From an optimization exercise on the open Yosys and OpenROAD flow, aimed at small area, a short achievable clock period and few clock cycles; shortcuts taken in it are not production practice.
At most, simulation tests tie the RTL to the original design; equivalence was not proved.
No activity file was given, so power comes from the tool's default toggle rates.

Design signed_right_shift_mplier, start of the top module:
module signed_right_shift_mplier #(
    parameter N = 32
)(
    input                 clk,
    input                 rst_n,       
    input    [N-1:0]      mcand,
    input    [N-1:0]      mplier,
    output   [2*N-1:0]    product,
    output                done
);
Size in the first run: ~200 flip-flops, ~14000 um^2 of cells after synthesis.
Settings: LEC_CHECK=0, CAP_MARGIN=20, CORE_MARGIN=2, CORE_UTILIZATION=40, SETUP_SLACK_MARGIN=2.5, SLEW_MARGIN=20, SYNTH_HIERARCHICAL=1; clock period 5.0 ns.
standard.sh (not shown) runs the stock make flow with config.mk's settings and CLKGATE_MAP_FILE= SYNTH_SCRIPT=/design/flow/synth_recipe.tcl, a recipe that flattens the netlist after the stock synthesis.
==> flow/flow/run.sh <==
#!/bin/bash
# Standard ORFS layout with two cell choices changed: small buffers on the
# ports instead of the delay cells buffer_ports picks by default, and no
# full/half-adder cells (ADDER_MAP_FILE empty), so abc maps the carry-save
# tree to XOR gates.  ORFS logs each tool under orfs/logs; make's own output
# goes to flow_make.log.
set -euo pipefail
export BUFFER_PORTS_ARGS="-buffer_cell sky130_fd_sc_hd__buf_1"
export ADDER_MAP_FILE=
bash standard.sh > flow_make.log 2>&1
Then changed:
==> flow/flow/run.sh (replaced) <==
#!/bin/bash
# Standard ORFS layout, but with small buffers on the ports instead of the
# delay cells buffer_ports picks by default.  Each tool's output is logged
# by ORFS under orfs/logs; make's own output goes to flow_make.log.
set -euo pipefail
export BUFFER_PORTS_ARGS="-buffer_cell sky130_fd_sc_hd__buf_1"
bash standard.sh > flow_make.log 2>&1
Settings changed: CTS_BUF_LIST from default to sky130_fd_sc_hd__clkbuf_4 sky130_fd_sc_hd__clkbuf_8, SETUP_SLACK_MARGIN 2.5 to 2.3.
Outcome:
- combinational power shrinks by 30%
- worst setup slack gets worse by 0.17 ns
- hold slack is about the same
- synthesized cell count shrinks by 13%
- power falls by about 23%
- cell count shrinks by about 12%
- critical path depth grows by 1
- sequential power drops by about 4%
- via count decreases by 13%
- fmax shrinks by about 6%
- register-to-register slack degrades by 0.17 ns
No run of this note included a check of the RTL's function; only the layout flow was run.

* * *

build 85:
Starting RTL as in the previous note.
==> flow/config.mk <==
export PLATFORM = sky130hd
export DESIGN_NAME = signed_right_shift_mplier
export DESIGN_NICKNAME = signed_right_shift_mplier
export VERILOG_FILES = /design/flow/design.v
export SDC_FILE = /design/flow/constraint.sdc
export NUM_CORES = 4
export LEC_CHECK = 0
export CAP_MARGIN = 20
export CORE_MARGIN = 2
export CORE_UTILIZATION = 40
export CTS_BUF_LIST = sky130_fd_sc_hd__clkbuf_4 sky130_fd_sc_hd__clkbuf_8
export SETUP_SLACK_MARGIN = 2.5
export SLEW_MARGIN = 20
export SYNTH_HIERARCHICAL = 1
==> flow/constraint.sdc <==
create_clock -name core_clock -period 5.0 [get_ports {clk}]
set_input_delay 1.0000 -clock core_clock [delete_from_list [all_inputs] [get_ports {clk}]]
set_output_delay 1.0000 -clock core_clock [all_outputs]
set_load 0.01 [all_outputs]
==> flow/flow/run.sh <==
#!/bin/bash
# Standard ORFS layout, but with small buffers on the ports instead of the
# delay cells buffer_ports picks by default.  Each tool's output is logged
# by ORFS under orfs/logs; make's own output goes to flow_make.log.
set -euo pipefail
export BUFFER_PORTS_ARGS="-buffer_cell sky130_fd_sc_hd__buf_1"
bash standard.sh > flow_make.log 2>&1
Setup changes, build 85 to build 50
Settings: CTS_BUF_LIST no longer set, was sky130_fd_sc_hd__clkbuf_4 sky130_fd_sc_hd__clkbuf_8.
==> run summary <==
No stage failed in build 50, and the final checks on the layout all came back clean. Build 85 went all the way through the flow, and no timing, DRC or antenna check failed. Number of core rows came out exactly the same in build 85 and build 50. Going from build 85 to build 50, clock latency of the later-clocked register in the worst-skew pair decreased 0.06 ns; fraction of met3 tracks used by global routing decreased 0.30 points; power per unit of standard cell area increased 13 nW/um^2; setup slack increased 0.018 ns.
Here is what was changed in the inputs of build 90 compared with build 50.
Settings: setting PLACE_DENSITY to 0.75 for the first time; changing CORE_UTILIZATION from 40 to 65.
## What came out
Build 90: PASS, flow complete, no timing, DRC or antenna violations
Diff build 50 -> build 90: core occupancy in the finished layout saw an increase; critical path arrival saw an increase.
Layout buffering overhead excluding clock cells in build 90 is 0.88 points below build 50.
No functional check of the RTL was part of any run of this note.

* * *

== beta ==
signed_right_shift_mplier, a different RTL version from the one above (not shown whole).
Size in the first run: ~1300 cells after synthesis, roughly 200 flip-flops, ~14000 sq um of cells after synthesis.
clock: 5.0 ns
lec_check: 0
cap_margin: 20
core_margin: 2
core_utilization: 60
cts_cluster_diameter: 50
place_density: 0.7
setup_slack_margin: 2.8
slew_margin: 20
synth_hierarchical: 1
Scripts as last shown in full above: flow/flow/run.sh
Testbench counts of beta, summed over its fixed seeds: cycles 48,000.
Input-level comparison between alpha and beta:
- removing PLACE_DENSITY (formerly 0.7)
- removing CTS_CLUSTER_DIAMETER (formerly 50)
- changing CORE_UTILIZATION from 60 to 40
Findings:
alpha completed end to end with timing, DRC and antenna clean.
Looking only at number of rows created at floorplan, and setting everything else aside, the higher value of beta and alpha goes to alpha.
alpha vs. beta: post-CTS setup-driven buffer insertion count decreased 3; worst setup slack decreased 0.0039 ns; die boundary height increased 34 um.
beta reports its worst setup path startpoint as mc[9]$_DFFE_PN_ while alpha reports mc[31]$_DFFE_PN_.
On register-to-register slack, alpha tracks beta almost exactly.

* * *

## north
Starting RTL as in the previous note.
==> flow/config.mk <==
export PLATFORM = sky130hd
export DESIGN_NAME = signed_right_shift_mplier
export DESIGN_NICKNAME = signed_right_shift_mplier
export VERILOG_FILES = /design/flow/design.v
export SDC_FILE = /design/flow/constraint.sdc
export NUM_CORES = 4
export LEC_CHECK = 0
export CAP_MARGIN = 20
export CORE_MARGIN = 2
export CORE_UTILIZATION = 40
export CTS_CLUSTER_SIZE = 40
export SETUP_SLACK_MARGIN = 2.8
export SLEW_MARGIN = 20
export SYNTH_HIERARCHICAL = 1
==> flow/constraint.sdc <==
create_clock -name core_clock -period 5.0 [get_ports {clk}]
set_input_delay 1.0000 -clock core_clock [delete_from_list [all_inputs] [get_ports {clk}]]
set_output_delay 1.0000 -clock core_clock [all_outputs]
set_load 0.01 [all_outputs]
Scripts as last shown in full above: flow/flow/run.sh
Testbench counts of north, summed over its fixed seeds: cycles 48,000.
Input-level comparison between south and north:
- changing CORE_UTILIZATION from 40 to 60
- setting PLACE_DENSITY to 0.7 for the first time
- removing CTS_CLUSTER_SIZE (formerly 40)
Findings:
south vs north, worst setup slack before clock tree synthesis went down by 0.055 ns.
What south reported for die area has to be multiplied by 1.5 to get the figure for north.
Higher layout overhead on the synthesized area among south and north: north
Diff south..north | synthesized cell count | unchanged
Diff north -> south: met1 routed wirelength after detailed routing saw a decrease; required time of the critical path barely changed.
north consumes more power than south.
For final setup skew, south and north come out practically identical.
Input changes introduced in east (baseline for comparison: south):
- clearing PLACE_DENSITY, which used to be 0.7
- putting CTS_CLUSTER_SIZE at 30 where nothing was set
- putting CTS_BUF_LIST at sky130_fd_sc_hd__clkbuf_8 where nothing was set
- swapping 60 for 40 in CORE_UTILIZATION
Results
Per the final summary, east finished and its layout is clean on timing, DRC and antenna.
| worst hold margin | south vs east | ≈ equal |
Lower flip-flop and latch share of the layout cell area goes to east over south.
south → east: core outline area increased 49%; leakage dissipation shows an increase of 0.97%; post-cts resize count +15; die area picked up an extra about 50%.
Wire length up 1700 um in east wrt south
Max post-placement cell area across south and east: east
Delta (east minus south): detail-routed via count per cell went down; number of buffers added on ports roughly the same; utilization of the core after routing went down 22 points.
--- input diff east..west ---
- CTS_BUF_LIST: sky130_fd_sc_hd__clkbuf_8 -> unset
- PLACE_DENSITY: unset -> 0.8
- CTS_CLUSTER_SIZE: 30 -> unset
- CORE_UTILIZATION: 40 -> 70
Notes after the runs:
east -> west: total CTS buffers delta 0, exact match
Number of placement rows went down by more than 10% going from east to west.
east -> west: flip-flop and latch count delta 0, exact match
Relative to east, the wire length of west is lower by 960 um.
Clock period minus final worst setup slack (lower): east
east -> west: sequential cell area in the final layout decreased slightly
west ends up with lower placed cell area than east does.
As far as clock-buffer cell count goes, east and west are indistinguishable; the numbers are identical.
Number of global-route vias before repair (lower): west
west ended up with a lower worst setup slack after layout than east did.
Relative to east, the power measured on west has increased slightly.

* * *

Setup of v6:
signed_right_shift_mplier, a different RTL version from the one above (not shown whole).
Size: ~1100 cells after synthesis, ~190 flip-flops, roughly 12000 µm² of cells after synthesis.
Design signed_right_shift_mplier, start of the top module:
module signed_right_shift_mplier #(
    parameter N = 32
)(
    input                 clk,
    input                 rst_n,       
    input    [N-1:0]      mcand,
    input    [N-1:0]      mplier,
    output   [2*N-1:0]    product,
    output                done
);
    reg  [31:0] mc;           
    reg  [31:0] pl;           
    reg  [3:0]  e_one, e_two, e_neg;   
    reg  [32:0] S, C;         
    reg  [7:0]  sl, cl;       
    reg         cin;          
    reg  [31:0] ph;           
    reg         first;        
    reg  [2:0]  cnt;
    function [11:0] benc(input [8:0] b);
        integer k;
        reg x2, x1, x0;
        begin
            for (k = 0; k < 4; k = k + 1) begin
                x2 = b[2*k+2]; x1 = b[2*k+1]; x0 = b[2*k];
                benc[k]     = x1 ^ x0;                               
                benc[4+k]   = (x2 & ~x1 & ~x0) | (~x2 & x1 & x0);    
                benc[8+k]   = x2;                                    
            end
        end
    endfunction
    wire [11:0] enc_start = benc({mplier[7:0], 1'b0});
    wire [11:0] enc_next  = benc(pl[15:7]);
    wire [32:0] mx  = {mc[31], mc};
    wire [32:0] mx2 = {mc, 1'b0};
    wire [32:0] pp0, pp1, pp2, pp3;
    wire [32:0] sel0 = ({33{e_one[0]}} & mx) | ({33{e_two[0]}} & mx2);
    wire [32:0] sel1 = ({33{e_one[1]}} & mx) | ({33{e_two[1]}} & mx2);
    wire [32:0] sel2 = ({33{e_one[2]}} & mx) | ({33{e_two[2]}} & mx2);
    wire [32:0] sel3 = ({33{e_one[3]}} & mx) | ({33{e_two[3]}} & mx2);
    assign pp0 = (sel0 ^ {33{e_neg[0]}}) ^ {1'b1, 32'b0};
    assign pp1 = (sel1 ^ {33{e_neg[1]}}) ^ {1'b1, 32'b0};
    assign pp2 = (sel2 ^ {33{e_neg[2]}}) ^ {1'b1, 32'b0};
    assign pp3 = (sel3 ^ {33{e_neg[3]}}) ^ {1'b1, 32'b0};
    wire [32:0] negs;
    genvar g;
    generate
        for (g = 0; g < 33; g = g + 1) begin : g_negs
            if (g % 2 == 0 && g < 31) begin : g_e
                assign negs[g] = pl[g+1];
            end else begin : g_o
                assign negs[g] = 1'b0;
            end
        end
    endgenerate
  ...
export LEC_CHECK = 0
export CAP_MARGIN = 20
export CORE_MARGIN = 2
export CORE_UTILIZATION = 40
export SLEW_MARGIN = 20
export SYNTH_HIERARCHICAL = 1
create_clock -name core_clock -period 5.0 [get_ports {clk}]
run.sh (not shown) runs the stock make flow with config.mk's settings and CLKGATE_MAP_FILE= SYNTH_SCRIPT=/design/flow/synth_recipe.tcl, a recipe that flattens the netlist after the stock synthesis.
Stock flow here: none of the scripts above is used.
Modified inputs, v7 compared to v6
# v6
export LEC_CHECK = 0
export CAP_MARGIN = 20
export CORE_MARGIN = 2
export CORE_UTILIZATION = 40
export SLEW_MARGIN = 20
export SYNTH_HIERARCHICAL = 1
create_clock -name core_clock -period 5.0 [get_ports {clk}]
# v7
export LEC_CHECK = 0
export CAP_MARGIN = 20
export CORE_MARGIN = 2
export CORE_UTILIZATION = 40
export SETUP_SLACK_MARGIN = 2.5
export SLEW_MARGIN = 20
export SYNTH_HIERARCHICAL = 1
create_clock -name core_clock -period 5.0 [get_ports {clk}]
## What came out
v7: full flow OK, the timing, DRC and antenna checks passed
Changes observed in v7 relative to v6: hold slack fell 0.029 ns; cell count after placement did not really move; final critical-path setup slack up 0.41 ns; post-cts gate resize count higher.
Summary: with v6 as the reference, power in v7 moved up by more than 10%.
v7 reports a higher detailed-routed wire length on met3 than v6 does.
When v7 is set beside v6, its switching part of the total power turns out to be 0.41 points smaller.
Re post-route minimum period: v6 was higher than v7.
Function was not checked in any run of this note: the RTL went through the layout flow alone.

* * *

Setup of wip/cedar:
signed_right_shift_mplier with an RTL version that a note above also has.
Size: about 1300 cells after synthesis, about 200 flip-flops.
==> flow/design.v (excerpt) <==
module signed_right_shift_mplier #(
    parameter N = 32
)(
    input                 clk,
    input                 rst_n,       
    input    [N-1:0]      mcand,
    input    [N-1:0]      mplier,
    output   [2*N-1:0]    product,
    output                done
);
export LEC_CHECK = 0
export CAP_MARGIN = 20
export CORE_MARGIN = 2
export CORE_UTILIZATION = 60
export PLACE_DENSITY = 0.7
export SETUP_SLACK_MARGIN = 2.85
export SLEW_MARGIN = 20
export SYNTH_HIERARCHICAL = 1
create_clock -name core_clock -period 5.0 [get_ports {clk}]
standard.sh (not shown) runs the stock make flow with config.mk's settings and CLKGATE_MAP_FILE= SYNTH_SCRIPT=/design/flow/synth_recipe.tcl, a recipe that flattens the netlist after the stock synthesis.
Scripts as last shown in full above: flow/flow/run.sh
Testbench counts of wip/cedar, summed over its fixed seeds: cycles 48,000.
[inputs] wip/violet vs wip/cedar
diff --git a/flow/config.mk b/flow/config.mk
--- a/flow/config.mk
+++ b/flow/config.mk
@@ -10,3 +10,2 @@
-export CORE_UTILIZATION = 60
-export PLACE_DENSITY = 0.7
-export SETUP_SLACK_MARGIN = 2.85
+export CORE_UTILIZATION = 40
+export SETUP_SLACK_MARGIN = 2.6
### Flow results
- The final layout from wip/violet, which completed every stage, passed the timing, DRC and antenna checks at the end of the flow.
- Re synthesized-area fraction occupied by ao, oa, aoi and oai cells: no difference whatsoever between wip/violet and wip/cedar.
- Total global routing track utilization for wip/violet: 8.2 points down relative to wip/cedar
- Looking only at layout overhead on the synthesized area, and setting everything else aside, the lower value of wip/violet and wip/cedar goes to wip/violet.
- Between wip/cedar and wip/violet, register fraction of the total cell area increased.
- wip/violet vs wip/cedar, critical path class: register to output port vs register to register
- From wip/cedar to wip/violet the numbers moved as follows: die width has increased, setup slack has decreased.
- The run showing the smaller power is wip/violet.
- Met3 global-route usage delta for wip/violet relative to wip/cedar: 2.6 points lower
- Relative to wip/cedar, multi-input gate share of total cell area has gone down in wip/violet.
- Across both runs, post-route standard cell area excluding fillers was lower for wip/violet than for wip/cedar.
- The detailed-route wire length was comparable across wip/violet and wip/cedar.

* * *

run A:
signed_right_shift_mplier, a different RTL version from the one above (not shown whole).
Size: ~130 I/O pins.
Settings: LEC_CHECK=0, CAP_MARGIN=20, CORE_MARGIN=2, CORE_UTILIZATION=40, SETUP_SLACK_MARGIN=2.5, SLEW_MARGIN=20, SYNTH_HIERARCHICAL=1; clock period 5.0 ns.
Scripts as last shown in full above: flow/flow/run.sh
Input-level comparison between run B and run A:
==> flow/run.sh (new file) <==
#!/bin/bash
# synth_recipe.tcl (not shown) runs the flow's synth.tcl, then flattens the netlist and writes it again
# the make line also repeats each setting of config.mk as NAME=value (left out here)
make -C /OpenROAD-flow-scripts/flow DESIGN_CONFIG=/design/flow/config.mk WORK_HOME=/design/flow/orfs CLKGATE_MAP_FILE= SYNTH_SCRIPT=/design/flow/synth_recipe.tcl finish
removed: flow/flow/run.sh
removed: flow/standard.sh
==> run summary <==
Run B against run A: combinational power has increased; number of gates given a new drive strength after cts has increased; shortest clock period the worst path allows after layout has increased; fraction of standard cell area in multi-input logic has decreased.
> inputs changed (run B -> run C)
==> flow/flow/run.sh (new file) <==
#!/bin/bash
# Standard ORFS layout with two cell choices changed: small buffers on the
# ports instead of the delay cells buffer_ports picks by default, and no
# full/half-adder cells (ADDER_MAP_FILE empty), so abc maps the carry-save
# tree to XOR gates.  ORFS logs each tool under orfs/logs; make's own output
# goes to flow_make.log.
set -euo pipefail
export BUFFER_PORTS_ARGS="-buffer_cell sky130_fd_sc_hd__buf_1"
export ADDER_MAP_FILE=
bash standard.sh > flow_make.log 2>&1
==> flow/standard.sh (new file) <==
#!/bin/bash
# synth_recipe.tcl (not shown) runs the flow's synth.tcl, then flattens the netlist and writes it again
# the make line also repeats each setting of config.mk as NAME=value (left out here)
make -C /OpenROAD-flow-scripts/flow DESIGN_CONFIG=/design/flow/config.mk WORK_HOME=/design/flow/orfs CLKGATE_MAP_FILE= SYNTH_SCRIPT=/design/flow/synth_recipe.tcl "${@:-finish}"
-- flow/config.mk --
<<< run B, line 12
export SLEW_MARGIN = 20
export SYNTH_HIERARCHICAL = 1
>>> run C, line 12
export SLEW_MARGIN = 20
export SYNTH_HIERARCHICAL = 0
removed: flow/run.sh
From run B to run C the numbers moved as follows: area of combinational cells with multiple inputs up 1.7%; die area up 0.0014 mm²; synthesis-to-finish area growth down 19 points. Initial antenna violation count: run C and run B compared, higher one is run B. Between run B and run C, via count of the first global-routing pass increased. [compare] base=run B new=run C: multi-input gate share of the layout cell area moved up; final area now sits lower.
> inputs changed (run C -> run D)
==> flow/flow/run.sh <==
#!/bin/bash
# Standard ORFS layout, but with small buffers on the ports instead of the
# delay cells buffer_ports picks by default.  Each tool's output is logged
# by ORFS under orfs/logs; make's own output goes to flow_make.log.
set -euo pipefail
export BUFFER_PORTS_ARGS="-buffer_cell sky130_fd_sc_hd__buf_1"
bash standard.sh > flow_make.log 2>&1
-- flow/config.mk --
<<< run C, line 10
export CORE_UTILIZATION = 40
export SETUP_SLACK_MARGIN = 2.5
export SLEW_MARGIN = 20
export SYNTH_HIERARCHICAL = 0
>>> run D, line 10
export CORE_UTILIZATION = 40
export SETUP_SLACK_MARGIN = 3.0
export SLEW_MARGIN = 20
export SYNTH_HIERARCHICAL = 1
[summary]
Relative to run C, run D degrades wire length.
Run D reports a lower share of the clock period used by the worst path after layout than run C does.
Of the two values seen for launching instance or port of the critical path, S[15] was produced by run C and e_two[0] by run D.
When the final numbers for run C and run D were put side by side, the die height turned out to be smaller in run D.
Per the comparison of run D with run C, number of antenna diodes essentially unchanged; utilization increased 9.3 points; overall power of the completed layout increased about 2.5%; buffers plus inverters on the worst setup path increased 1; number of non-clock inverters in the layout increased 3.
What run C reported for fill cell total of the finished layout has to be multiplied by 0.821 to get the figure for run D.
No functional check of the RTL was part of any run of this note.

re-timing with driven ports:
How much do the figures lean on ideal ports? The routed layouts below were timed once more, with nothing changed but the port constraints.
Step 1 (the two cells are an assumption about what drives the block):
set clk [get_ports {clk}]
set_driving_cell -lib_cell sky130_fd_sc_hd__clkbuf_16 $clk
set_driving_cell -lib_cell sky130_fd_sc_hd__buf_2 [delete_from_list [all_inputs] $clk]
Step 2, shift: input delay + t, output delay - t, t = (earliest + latest rising clock arrival at the registers) / 2. This alone moves slack from input paths to output paths.
Slacks: no drivers / after step 1 / after step 2; pairs: no drivers / after step 1.
run | t (ns) | setup slack, ns | worst slew at a driven data input, ns
the first run of note 1 | 0.504 | 2.562 / 2.562 / 2.297 | 0.04
the second run of note 1 | 0.540 | 2.396 / 2.372 / 2.396 | 0.07
build 85 | 0.543 | 2.485 / 2.485 / 2.169 | 0.05
build 50 | 0.493 | 2.503 / 2.503 / 2.446 | 0.05
build 90 | 0.483 | 2.468 / 2.468 / 2.468 | 0.08
beta | 0.484 | 2.823 / 2.787 / 2.514 | 0.05
alpha | 0.498 | 2.819 / 2.805 / 2.588 | 0.04
north | 0.498 | 2.819 / 2.805 / 2.588 | 0.04
south | 0.484 | 2.823 / 2.787 / 2.514 | 0.05
east | 0.544 | 2.826 / 2.812 / 2.597 | 0.04
west | 0.486 | 2.816 / 2.776 / 2.577 | 0.04
v6 | 0.491 | 1.987 / 1.987 / 1.987 | 0.05
v7 | 0.495 | 2.401 / 2.401 / 2.334 | 0.05
wip/cedar | 0.482 | 2.810 / 2.810 / 2.554 | 0.04
wip/violet | 0.493 | 2.666 / 2.621 / 2.597 | 0.05
run A | 0.493 | 2.440 / 2.440 / 2.394 | 0.06
run B | 0.498 | 2.379 / 2.379 / 2.379 | 0.06
run C | 0.510 | 2.411 / 2.411 / 2.249 | 0.05
run D | 0.497 | 2.430 / 2.430 / 2.430 | 0.05
After both steps every run listed still meets setup and hold. For build 85, which loses most, drivers alone change the setup slack by 0.000 ns; drivers and shift together by -0.316 ns.
